This is an optimization exercise on Yosys and OpenROAD, whose aim is small area, not a production implementation. No run shown here included a check of the RTL's function; only the layout flow was run.

==> flow/design.v (outline; a module is shown in full before it is edited, if it fits) <==
// module ProcessingElement: 31 lines
// module FullAdder: 4 lines
// module AccumulatorTree: 1708 lines
// module PE_Array: 41 lines
// module PE_Matrix: 30 lines
module PE_Matrix(
    input clk,
    input rst,                 
    input [47:0] enable,       
    input [11:0] read_weight,  
    input [11:0] read_data,    
    input [11:0] forwarding_enable,  
    input [31:0] data_bus,     
    input [31:0] weight_bus,   
    input [127:0] partial_sum,  
    output [127:0] accumulated_output  
);
  // ...
==> flow/run.sh <==
#!/bin/bash
# synth_recipe.tcl (not shown) runs the flow's synth.tcl, then flattens the netlist and writes it again
# the make line also repeats each setting of config.mk as NAME=value (left out here)
make -C /OpenROAD-flow-scripts/flow DESIGN_CONFIG=/design/flow/config.mk WORK_HOME=/design/flow/orfs CLKGATE_MAP_FILE= SYNTH_SCRIPT=/design/flow/synth_recipe.tcl finish
==> flow/config.mk <==
export PLATFORM = sky130hd
export DESIGN_NAME = PE_Matrix
export DESIGN_NICKNAME = PE_Matrix
export VERILOG_FILES = /design/flow/design.v
export SDC_FILE = /design/flow/constraint.sdc
export NUM_CORES = 4
export LEC_CHECK = 0
export CAP_MARGIN = 20
export CORE_MARGIN = 2
export CORE_UTILIZATION = 40
export PLACE_DENSITY = 0.6
export SLEW_MARGIN = 20
export SYNTH_HIERARCHICAL = 1
==> flow/constraint.sdc <==
create_clock -name core_clock -period 5.0 [get_ports {clk}]
set_input_delay 1.0000 -clock core_clock [delete_from_list [all_inputs] [get_ports {clk}]]
set_output_delay 1.0000 -clock core_clock [all_outputs]
set_load 0.01 [all_outputs]
==> metrics.cfg, run 1 <==
[route]
detail-route-antenna-nets = 0
dr_wl_met3_um = 43600
iteration_0_drc_markers = 11100

[clock_tree]
number_of_buffers_inserted_during_clock_tree_synthesis = 226
clock_sink_count = 1960
clk_pin_slew_ps = 70

[cells_and_area]
final_cell_area_mm2 = 0.189
clockNetworkAreaShare = 0.0403
sequential_cell_total = 1960
seq_area_frac = 0.271

[critical_path]
crit_end = pe_array_block[2].pe_array.accum_tree.sum_a[35]
critical_path.top_delay_family = adder cells
timing_worst_setup_path_type = reg2reg

[sta]
fmax_ghz = 0.192
setup-violations-final = 32
worst_pin_slew_ps = 1130
finalWorstSetupSlack_ps = -214

[outcome]
checkFailReasons = setup timing
outcome = failed layout checks

[place]
dpl.cell_count = 18400
place_congestion = 1.04

[logic_synthesis]
simple_gate_share_of_the_synthesized_area = 0.154
ys_ff_latch = 1960
post_synth_mux_area_share = 0.0547
synth_xor_xnor_area_share = 0.00997
syn_avg_cell_area_um2 = 13.6

[grt]
busiest_layer_in_global_routing = met2
grt_util_met3 = 0.0482

[floorplan]
i_o_pins = 406

==> run 2: changes to the inputs <==
--- a/flow/design.v
+++ b/flow/design.v
@@ -36,17 +36,17 @@
 module AccumulatorTree(
     input clk,
     input rst,
     input [95:0] fwd,    
     input [95:0] wgt,    
     input [31:0] partial_sum,
     output reg [31:0] accumulated_output
 );
-    reg [53:0] sum_a;
+    reg [69:0] sum_a;
     reg [19:0] sum_b;
     wire pp1, pp2, pp3, pp4, pp5, pp6, pp7, pp8, pp9, pp10, pp11, pp12, pp13, pp14, pp15, pp16;
     wire pp17, pp18, pp19, pp20, pp21, pp22, pp23, pp24, pp25, pp26, pp27, pp28, pp29, pp30, pp31, pp32;
     wire pp33, pp34, pp35, pp36, pp37, pp38, pp39, pp40, pp41, pp42, pp43, pp44, pp45, pp46, pp47, pp48;
     wire pp49, pp50, pp51, pp52, pp53, pp54, pp55, pp56, pp57, pp58, pp59, pp60, pp61, pp62, pp63, pp64;
     wire pp65, pp66, pp67, pp68, pp69, pp70, pp71, pp72, pp73, pp74, pp75, pp76, pp77, pp78, pp79, pp80;
     wire pp81, pp82, pp83, pp84, pp85, pp86, pp87, pp88, pp89, pp90, pp91, pp92, pp93, pp94, pp95, pp96;
     wire pp97, pp98, pp99, pp100, pp101, pp102, pp103, pp104, pp105, pp106, pp107, pp108, pp109, pp110, pp111, pp112;
@@ -1684,56 +1684,56 @@
     FullAdder fa691 (.a(c2114), .b(s2119), .c(s2121), .s(s2187), .co(c2188));
     FullAdder fa692 (.a(c2116), .b(c2118), .c(s2123), .s(s2189), .co(c2190));
     FullAdder fa693 (.a(s2125), .b(c2120), .c(s2127), .s(s2191), .co(c2192));
     FullAdder fa694 (.a(c2122), .b(s2129), .c(c2124), .s(s2193), .co(c2194));
     FullAdder fa695 (.a(s2131), .b(c2126), .c(s2133), .s(s2195), .co(c2196));
     FullAdder fa696 (.a(c2128), .b(s2135), .c(c2130), .s(s2197), .co(c2198));
     FullAdder fa697 (.a(c2038), .b(c2040), .c(c2042), .s(s2199), .co(c2200));
     FullAdder fa698 (.a(c2132), .b(c2134), .c(c2136), .s(s2201), .co(c2202));
-    assign s2203 = s2045 ^ s1923;
-    assign c2204 = s2045 & s1923;
-    FullAdder fa699 (.a(c2138), .b(s2049), .c(s2139), .s(s2205), .co(c2206));
-    FullAdder fa700 (.a(c2140), .b(c2142), .c(s2143), .s(s2207), .co(c2208));
-    FullAdder fa701 (.a(c2144), .b(s2147), .c(c2146), .s(s2209), .co(c2210));
-    FullAdder fa702 (.a(c2148), .b(c2150), .c(s2151), .s(s2211), .co(c2212));
-    FullAdder fa703 (.a(c2152), .b(s2155), .c(c2154), .s(s2213), .co(c2214));
-    FullAdder fa704 (.a(c2156), .b(s2159), .c(c2158), .s(s2215), .co(c2216));
-    FullAdder fa705 (.a(c2160), .b(s2163), .c(c2162), .s(s2217), .co(c2218));
-    FullAdder fa706 (.a(c2164), .b(s2167), .c(c2166), .s(s2219), .co(c2220));
-    FullAdder fa707 (.a(c2168), .b(s2171), .c(c2170), .s(s2221), .co(c2222));
-    FullAdder fa708 (.a(c2172), .b(s2175), .c(c2174), .s(s2223), .co(c2224));
-    FullAdder fa709 (.a(c2176), .b(s2179), .c(c2178), .s(s2225), .co(c2226));
-    FullAdder fa710 (.a(c2180), .b(s2183), .c(c2182), .s(s2227), .co(c2228));
-    FullAdder fa711 (.a(s2187), .b(c2184), .c(c2186), .s(s2229), .co(c2230));
-    FullAdder fa712 (.a(s2191), .b(c2188), .c(c2190), .s(s2231), .co(c2232));
-    FullAdder fa713 (.a(s2195), .b(c2192), .c(s2197), .s(s2233), .co(c2234));
-    FullAdder fa714 (.a(s2199), .b(c2196), .c(s2201), .s(s2235), .co(c2236));
-    assign s2237 = sum_a[0] ^ sum_a[1];
-    assign c2238 = sum_a[0] & sum_a[1];
-    FullAdder fa715 (.a(sum_a[3]), .b(sum_a[4]), .c(sum_a[5]), .s(s2239), .co(c2240));
-    FullAdder fa716 (.a(sum_a[6]), .b(sum_a[7]), .c(sum_a[8]), .s(s2241), .co(c2242));
-    FullAdder fa717 (.a(sum_a[10]), .b(sum_a[11]), .c(sum_a[9]), .s(s2243), .co(c2244));
-    FullAdder fa718 (.a(sum_a[12]), .b(sum_a[13]), .c(sum_a[14]), .s(s2245), .co(c2246));
-    FullAdder fa719 (.a(sum_a[15]), .b(sum_a[16]), .c(sum_a[17]), .s(s2247), .co(c2248));
-    FullAdder fa720 (.a(sum_a[18]), .b(sum_a[19]), .c(sum_a[20]), .s(s2249), .co(c2250));
-    FullAdder fa721 (.a(sum_a[21]), .b(sum_a[22]), .c(sum_a[23]), .s(s2251), .co(c2252));
-    FullAdder fa722 (.a(sum_a[24]), .b(sum_a[25]), .c(sum_a[26]), .s(s2253), .co(c2254));
-    FullAdder fa723 (.a(sum_a[27]), .b(sum_a[28]), .c(sum_a[29]), .s(s2255), .co(c2256));
-    FullAdder fa724 (.a(sum_a[30]), .b(sum_a[31]), .c(sum_a[32]), .s(s2257), .co(c2258));
-    FullAdder fa725 (.a(sum_a[33]), .b(sum_a[34]), .c(sum_a[35]), .s(s2259), .co(c2260));
-    FullAdder fa726 (.a(sum_a[36]), .b(sum_a[37]), .c(sum_a[38]), .s(s2261), .co(c2262));
-    FullAdder fa727 (.a(sum_a[39]), .b(sum_a[40]), .c(sum_a[41]), .s(s2263), .co(c2264));
-    FullAdder fa728 (.a(sum_a[42]), .b(sum_a[43]), .c(sum_a[44]), .s(s2265), .co(c2266));
-    FullAdder fa729 (.a(sum_a[45]), .b(sum_a[46]), .c(sum_a[47]), .s(s2267), .co(c2268));
-    FullAdder fa730 (.a(sum_a[48]), .b(sum_a[49]), .c(sum_a[50]), .s(s2269), .co(c2270));
-    FullAdder fa731 (.a(sum_a[51]), .b(sum_a[52]), .c(sum_a[53]), .s(s2271), .co(c2272));
-    wire [53:0] sum_a_d = {c2236, c2202, c2200, c2234, s2235, c2198, c2232, s2233, c2194, s2231, c2230, s2193, s2229, c2228, s2189, s2227, c2226, s2185, s2225, c2224, s2181, s2223, c2222, s2177, s2221, s2173, c2220, s2219, s2169, c2218, s2217, s2165, c2216, s2215, s2161, c2214, s2213, s2157, c2212, s2153, s2211, c2210, s2149, s2209, c2208, s2145, s2207, c2206, s2205, s2141, c2204, s2203, s2137, s2043};
+    assign s2203 = sum_a[0] ^ sum_a[1];
+    assign c2204 = sum_a[0] & sum_a[1];
+    FullAdder fa699 (.a(sum_a[4]), .b(sum_a[5]), .c(sum_a[6]), .s(s2205), .co(c2206));
+    FullAdder fa700 (.a(sum_a[10]), .b(sum_a[11]), .c(sum_a[8]), .s(s2207), .co(c2208));
+    FullAdder fa701 (.a(sum_a[12]), .b(sum_a[13]), .c(sum_a[14]), .s(s2209), .co(c2210));
+    FullAdder fa702 (.a(sum_a[16]), .b(sum_a[17]), .c(sum_a[18]), .s(s2211), .co(c2212));
+    FullAdder fa703 (.a(sum_a[20]), .b(sum_a[21]), .c(sum_a[22]), .s(s2213), .co(c2214));
+    FullAdder fa704 (.a(sum_a[24]), .b(sum_a[25]), .c(sum_a[26]), .s(s2215), .co(c2216));
+    FullAdder fa705 (.a(sum_a[28]), .b(sum_a[29]), .c(sum_a[30]), .s(s2217), .co(c2218));
+    FullAdder fa706 (.a(sum_a[32]), .b(sum_a[33]), .c(sum_a[34]), .s(s2219), .co(c2220));
+    FullAdder fa707 (.a(sum_a[36]), .b(sum_a[37]), .c(sum_a[38]), .s(s2221), .co(c2222));
+    FullAdder fa708 (.a(sum_a[40]), .b(sum_a[41]), .c(sum_a[42]), .s(s2223), .co(c2224));
+    FullAdder fa709 (.a(sum_a[44]), .b(sum_a[45]), .c(sum_a[46]), .s(s2225), .co(c2226));
+    FullAdder fa710 (.a(sum_a[48]), .b(sum_a[49]), .c(sum_a[50]), .s(s2227), .co(c2228));
+    FullAdder fa711 (.a(sum_a[52]), .b(sum_a[53]), .c(sum_a[54]), .s(s2229), .co(c2230));
+    FullAdder fa712 (.a(sum_a[56]), .b(sum_a[57]), .c(sum_a[58]), .s(s2231), .co(c2232));
+    FullAdder fa713 (.a(sum_a[60]), .b(sum_a[61]), .c(sum_a[62]), .s(s2233), .co(c2234));
+    FullAdder fa714 (.a(sum_a[64]), .b(sum_a[65]), .c(sum_a[66]), .s(s2235), .co(c2236));
+    assign s2237 = sum_a[2] ^ sum_a[3];
+    assign c2238 = sum_a[2] & sum_a[3];
+    FullAdder fa715 (.a(sum_a[7]), .b(c2204), .c(s2205), .s(s2239), .co(c2240));
+    FullAdder fa716 (.a(sum_a[9]), .b(c2206), .c(s2207), .s(s2241), .co(c2242));
+    FullAdder fa717 (.a(sum_a[15]), .b(c2208), .c(s2209), .s(s2243), .co(c2244));
+    FullAdder fa718 (.a(sum_a[19]), .b(c2210), .c(s2211), .s(s2245), .co(c2246));
+    FullAdder fa719 (.a(sum_a[23]), .b(c2212), .c(s2213), .s(s2247), .co(c2248));
+    FullAdder fa720 (.a(sum_a[27]), .b(c2214), .c(s2215), .s(s2249), .co(c2250));
+    FullAdder fa721 (.a(sum_a[31]), .b(c2216), .c(s2217), .s(s2251), .co(c2252));
+    FullAdder fa722 (.a(sum_a[35]), .b(c2218), .c(s2219), .s(s2253), .co(c2254));
+    FullAdder fa723 (.a(sum_a[39]), .b(c2220), .c(s2221), .s(s2255), .co(c2256));
+    FullAdder fa724 (.a(sum_a[43]), .b(c2222), .c(s2223), .s(s2257), .co(c2258));
+    FullAdder fa725 (.a(sum_a[47]), .b(c2224), .c(s2225), .s(s2259), .co(c2260));
+    FullAdder fa726 (.a(sum_a[51]), .b(c2226), .c(s2227), .s(s2261), .co(c2262));
+    FullAdder fa727 (.a(sum_a[55]), .b(c2228), .c(s2229), .s(s2263), .co(c2264));
+    FullAdder fa728 (.a(sum_a[59]), .b(c2230), .c(s2231), .s(s2265), .co(c2266));
+    FullAdder fa729 (.a(sum_a[63]), .b(c2232), .c(s2233), .s(s2267), .co(c2268));
+    FullAdder fa730 (.a(sum_a[67]), .b(c2234), .c(s2235), .s(s2269), .co(c2270));
+    FullAdder fa731 (.a(sum_a[68]), .b(sum_a[69]), .c(c2236), .s(s2271), .co(c2272));
+    wire [69:0] sum_a_d = {c2202, c2200, c2198, s2201, c2196, s2199, c2194, s2197, c2192, s2195, s2193, c2190, c2188, s2191, s2189, c2186, c2184, s2187, s2185, c2182, s2183, c2180, s2181, c2178, s2179, c2176, s2177, c2174, s2175, c2172, s2173, c2170, s2171, c2168, s2169, c2166, s2167, c2164, s2165, c2162, s2163, c2160, s2161, c2158, s2159, c2156, s2157, c2154, s2155, c2152, s2153, s2151, c2150, c2148, s2149, c2146, s2147, c2144, s2145, s2143, c2142, c2140, s2141, s2139, s2049, c2138, s2137, s2043, s1923, s2045};
     wire [19:0] row_a = {1'b0, c2272, c2270, c2268, c2266, c2264, c2262, c2260, c2258, c2256, c2254, c2252, c2250, c2248, c2246, c2244, c2242, c2240, c2238, s2237};
-    wire [19:0] row_b = {1'b0, 1'b0, s2271, s2269, s2267, s2265, s2263, s2261, s2259, s2257, s2255, s2253, s2251, s2249, s2247, s2245, s2243, s2241, s2239, sum_a[2]};
+    wire [19:0] row_b = {1'b0, 1'b0, s2271, s2269, s2267, s2265, s2263, s2261, s2259, s2257, s2255, s2253, s2251, s2249, s2247, s2245, s2243, s2241, s2239, s2203};
     always @(posedge clk or posedge rst) begin
         if (rst) begin
             sum_a <= 0;
             sum_b <= 0;
             accumulated_output <= 32'd0;
         end else begin
             sum_a <= sum_a_d;
             sum_b <= row_a + row_b;
==> run 2 against run 1 <==
Highest routed layer unchanged; worst hold slack improved by 30 ps; register-to-register slack improved by 200 ps; sequential cell count increased by 64; global-route usage increased by 0.059 points; via count increased by 0.54%; final cell count decreased by 0.59%; still fails the layout checks on setup timing; synthesized cell count increased by 2.4%; largest cell class unchanged; die area increased by 1.5%; critical path depth unchanged; design area decreased by 1.6%.
==> metrics.cfg, run 2 <==
[outcome]
outcome = failed layout checks
checkFailReasons = setup timing

[clock_tree]
root_buffer = clkbuf_16
worst_skew_pair.late_latency_ps = 970
clock_tree.htree_level_count = 4
clock_sink_count = 2024  ; +3.3%
clock_tree.buffer_depth = 4
number_of_buffers_inserted_during_clock_tree_synthesis = 229  ; +1.3%
cts_tree = yes
clk_pin_slew_ps = 60  ; about the same

[logic_synthesis]
syn_avg_cell_area_um2 = 13.4  ; -0.86%
synth.area.top_cells = fa_1 37%, dfrtp_1 26%, and2_1 12%
synth_most_common_cell = and2_1
post-synth-top-area-cell = fa_1
yosysWarnings = 8
synth_commonest_cells = 3120 x and2_1, 2932 x fa_1, 1640 x dfrtp_1, 816 x inv_1, 768 x mux2_2
yosys_most_used_dff = dfrtp_1
synth-seq-area-share = 0.327
ys_ff_latch = 2024  ; +3.3%
syn-cell-area_mm2 = 0.161
yosys.area.top_type_share = 0.366
synth-edff-count = 384
ys_async_rst_share = 0.810
ys_types = 57
mapped_cells = 11900

[grt]
grt_max_degree = 114
antenna_found_initial = 65
globalRouteOverflowTotal = 0
globalRouteTotalUtil = 0.288
first_pass_grt_wire_length_um = 829000
via_count_of_the_first_global_routing_pass = 111000

[sta]
tns_ps = -23.4
maxSlewHeadroom = 0.235
finalCriticalPeriod_ps = 5010
setup-violations-final = 4  ; -88%
worst_clock_skew_ps = 38.3
fmax_ghz = 0.200  ; +4.1%
final_max_slew_viol_count = 0
final.period_utilization = 1.00
finalWorstSetupSlack_ps = -10.3  ; +204 ps
timing_hold_violations_final = 0
worst_pin_slew_ps = 1150  ; +15.8 ps

[floorplan]
initial_cell_density_of_the_core = 0.402
i_o_pins = 406  ; unchanged
floorplan.die.height_um = 638
fp-row-count = 232
core_mm2 = 0.399
floorplan.die_area_mm2 = 0.407
fp.dieW_um = 638

[route]
iteration_0_drc_markers = 11500  ; +3.4%
drt-pass1-iter-count = 10
route.vias.total = 104000
detail_route.drc_violations = 0
route.detailed.vias_per_inst = 5.46
routed_wire_length_per_instance_um = 30.7
detail-route-antenna-nets = 0  ; unchanged
drt_wl_total_um = 583000

[critical_path]
worstPathMaxFanout = 7
worst_path_largest_cell_delay_ps = 610
worst_r2r_endpoint = pe_array_block[2].pe_array.accum_tree.sum_a[51]
critPathCaptureType = flop
critical_path.cell_chain = buf_4 > and2_1 > fa_1 > fa_2 > fa_1 > fa_1 > fa_1 > fa_1 > fa_1 > fa_1
worst-endpoint-required_ps = 5820
cell_occurring_most_often_along_the_worst_timing_path = fa_1
worst-r2r-setup-slack_ps = -10
critical_path.top_delay_family = adder cells
setup.worst_path.start_class = flop
data_arrival_at_the_endpoint_of_the_critical_path_ps = 5830
crit_end = pe_array_block[2].pe_array.accum_tree.sum_a[51]
timing_worst_setup_path_type = reg2reg
stages_on_worst_setup_path = 10
worst-path-buf-inv = 1
reg2reg_depth = 10
worst_path_max_delay_cell = fa_1

[place]
place_congestion = 1.04  ; about the same
detailedPlace.worstSlack_ps = -93.0
placement.io_buffers = 381
placed_area_mm2 = 0.177
detailed_placement_hpwl_um = 469000

[cells_and_area]
nNetsFinal = 16900
most-common-layout-cells = 3116 x and2_1, 2854 x fa_1, 1608 x dfrtp_1, 972 x buf_4, 804 x inv_1
multiInputGateArea_mm2 = 0.104
post_route_cells_drive_above_1_share = 0.184
num-fill-cells = 36200
final-seq-area_mm2 = 0.0526
mostFrequentLayoutCell = and2_1
area_growth_syn_to_layout_pct = 15.7
final_cell_area_mm2 = 0.186  ; -1.6%

[job]
drv_cap = 0

[min_path]
hold_path_class = reg2reg

run 2: worst min-delay path by stage:
stage,start,endpoint,slack [ps],cells past startpoint
final,flop,flop,430,0
after global routing,flop,flop,430,0
after CTS,flop,flop,430,0
after detailed placement,flop,flop,420,0
after global placement,flop,flop,420,0
after floorplan,flop,flop,420,0
run 2: what timing repair did:
item                       CTS  global route
setup endpoints to repair   19            32
buffers inserted             6            23
cloned                       0             0
pin swaps                    0            20
gates resized for setup     15           100
hold buffers                 0             0
run 2: final cells by class:
type	count	share of cell area
multi-input combinational	9024	0.562
sequential	2024	0.283
timing repair buffer	1369	0.0609
tap	5265	0.0355
clock buffer	317	0.0350
inverter	816	0.0166
clock inverter	112	0.00684
antenna	24	0.000323
run 2: per-layer routing:
layer | GRT usage | vias up | wire (um)
met5 | 0 | - | 179
met1 | 0.397 | 55900 | 242000
met3 | 0.0527 | 964 | 45100
met2 | 0.447 | 4352 | 265000
li1 | - | 42300 | -
met4 | 0.127 | 26 | 31000
run 2: modules after synthesis, one instance, submodules excluded, excerpt:
| module | flip-flops and latches | times used | cells | area (um^2) |
|---|---|---|---|---|
| AccumulatorTree | 122 | 4 | 1210 | 10200 |
| ProcessingElement | 32 | 48 | 87 | 1270 |
| FullAdder | 0 | 2924 | 1 | 20.0 |
| PE_Array | 0 | 4 | 1 | 3.75 |
run 2: cell families (layout without fill, tap and decap cells):
| family | after synthesis | after routing | share of synthesized area |
|---|---|---|---|
| xor+xnor | 160 | 160 | 0.00873 |
| fa+ha+maj | 3168 | 3168 | 0.384 |
| buf+inv | 924 | 2614 | 0.0250 |
| simple gates | 4032 | 4032 | 0.155 |
| mux | 768 | 768 | 0.0539 |
| other cells | 4 | 56 | 0.0000935 |
| compound gates | 864 | 864 | 0.0458 |
| flops | 2024 | 2024 | 0.327 |
run 2: metrics by stage:
step                cells  utilization  hold slack (ps)
finish              19000        0.465              429
CTS                 18900        0.464              426
global placement    18500        0.444              422
detailed placement  18500        0.444              425
floorplan           12000            -              419
global route        18900        0.465              430

==> separate check: timing with driven ports <==
The results above use ideal ports. As a check the final layouts listed here were re-extracted and re-timed, cells and wires unchanged. Step 1 assumes that a clkbuf_16 drives the clock port and a buf_2 every other input. Step 2 times the ports against the registers' clock, not the clock port: input delays grow and output delays shrink by t, the midpoint of the rising clock arrivals with the driver on. Three values: ideal ports, drivers, drivers and shift; two values: the first two.
| run | t (ns) | setup WS [ns] | hold slack, ns | cell pins on the clock port's net |
|---|---|---|---|---|
| run 1 | 1.048 | -0.214 / -0.214 / -0.214 | 0.398 / 0.329 / 0.419 | 1 |
| run 2 | 1.073 | -0.010 / -0.010 / -0.010 | 0.429 / 0.429 / 0.429 | 1 |
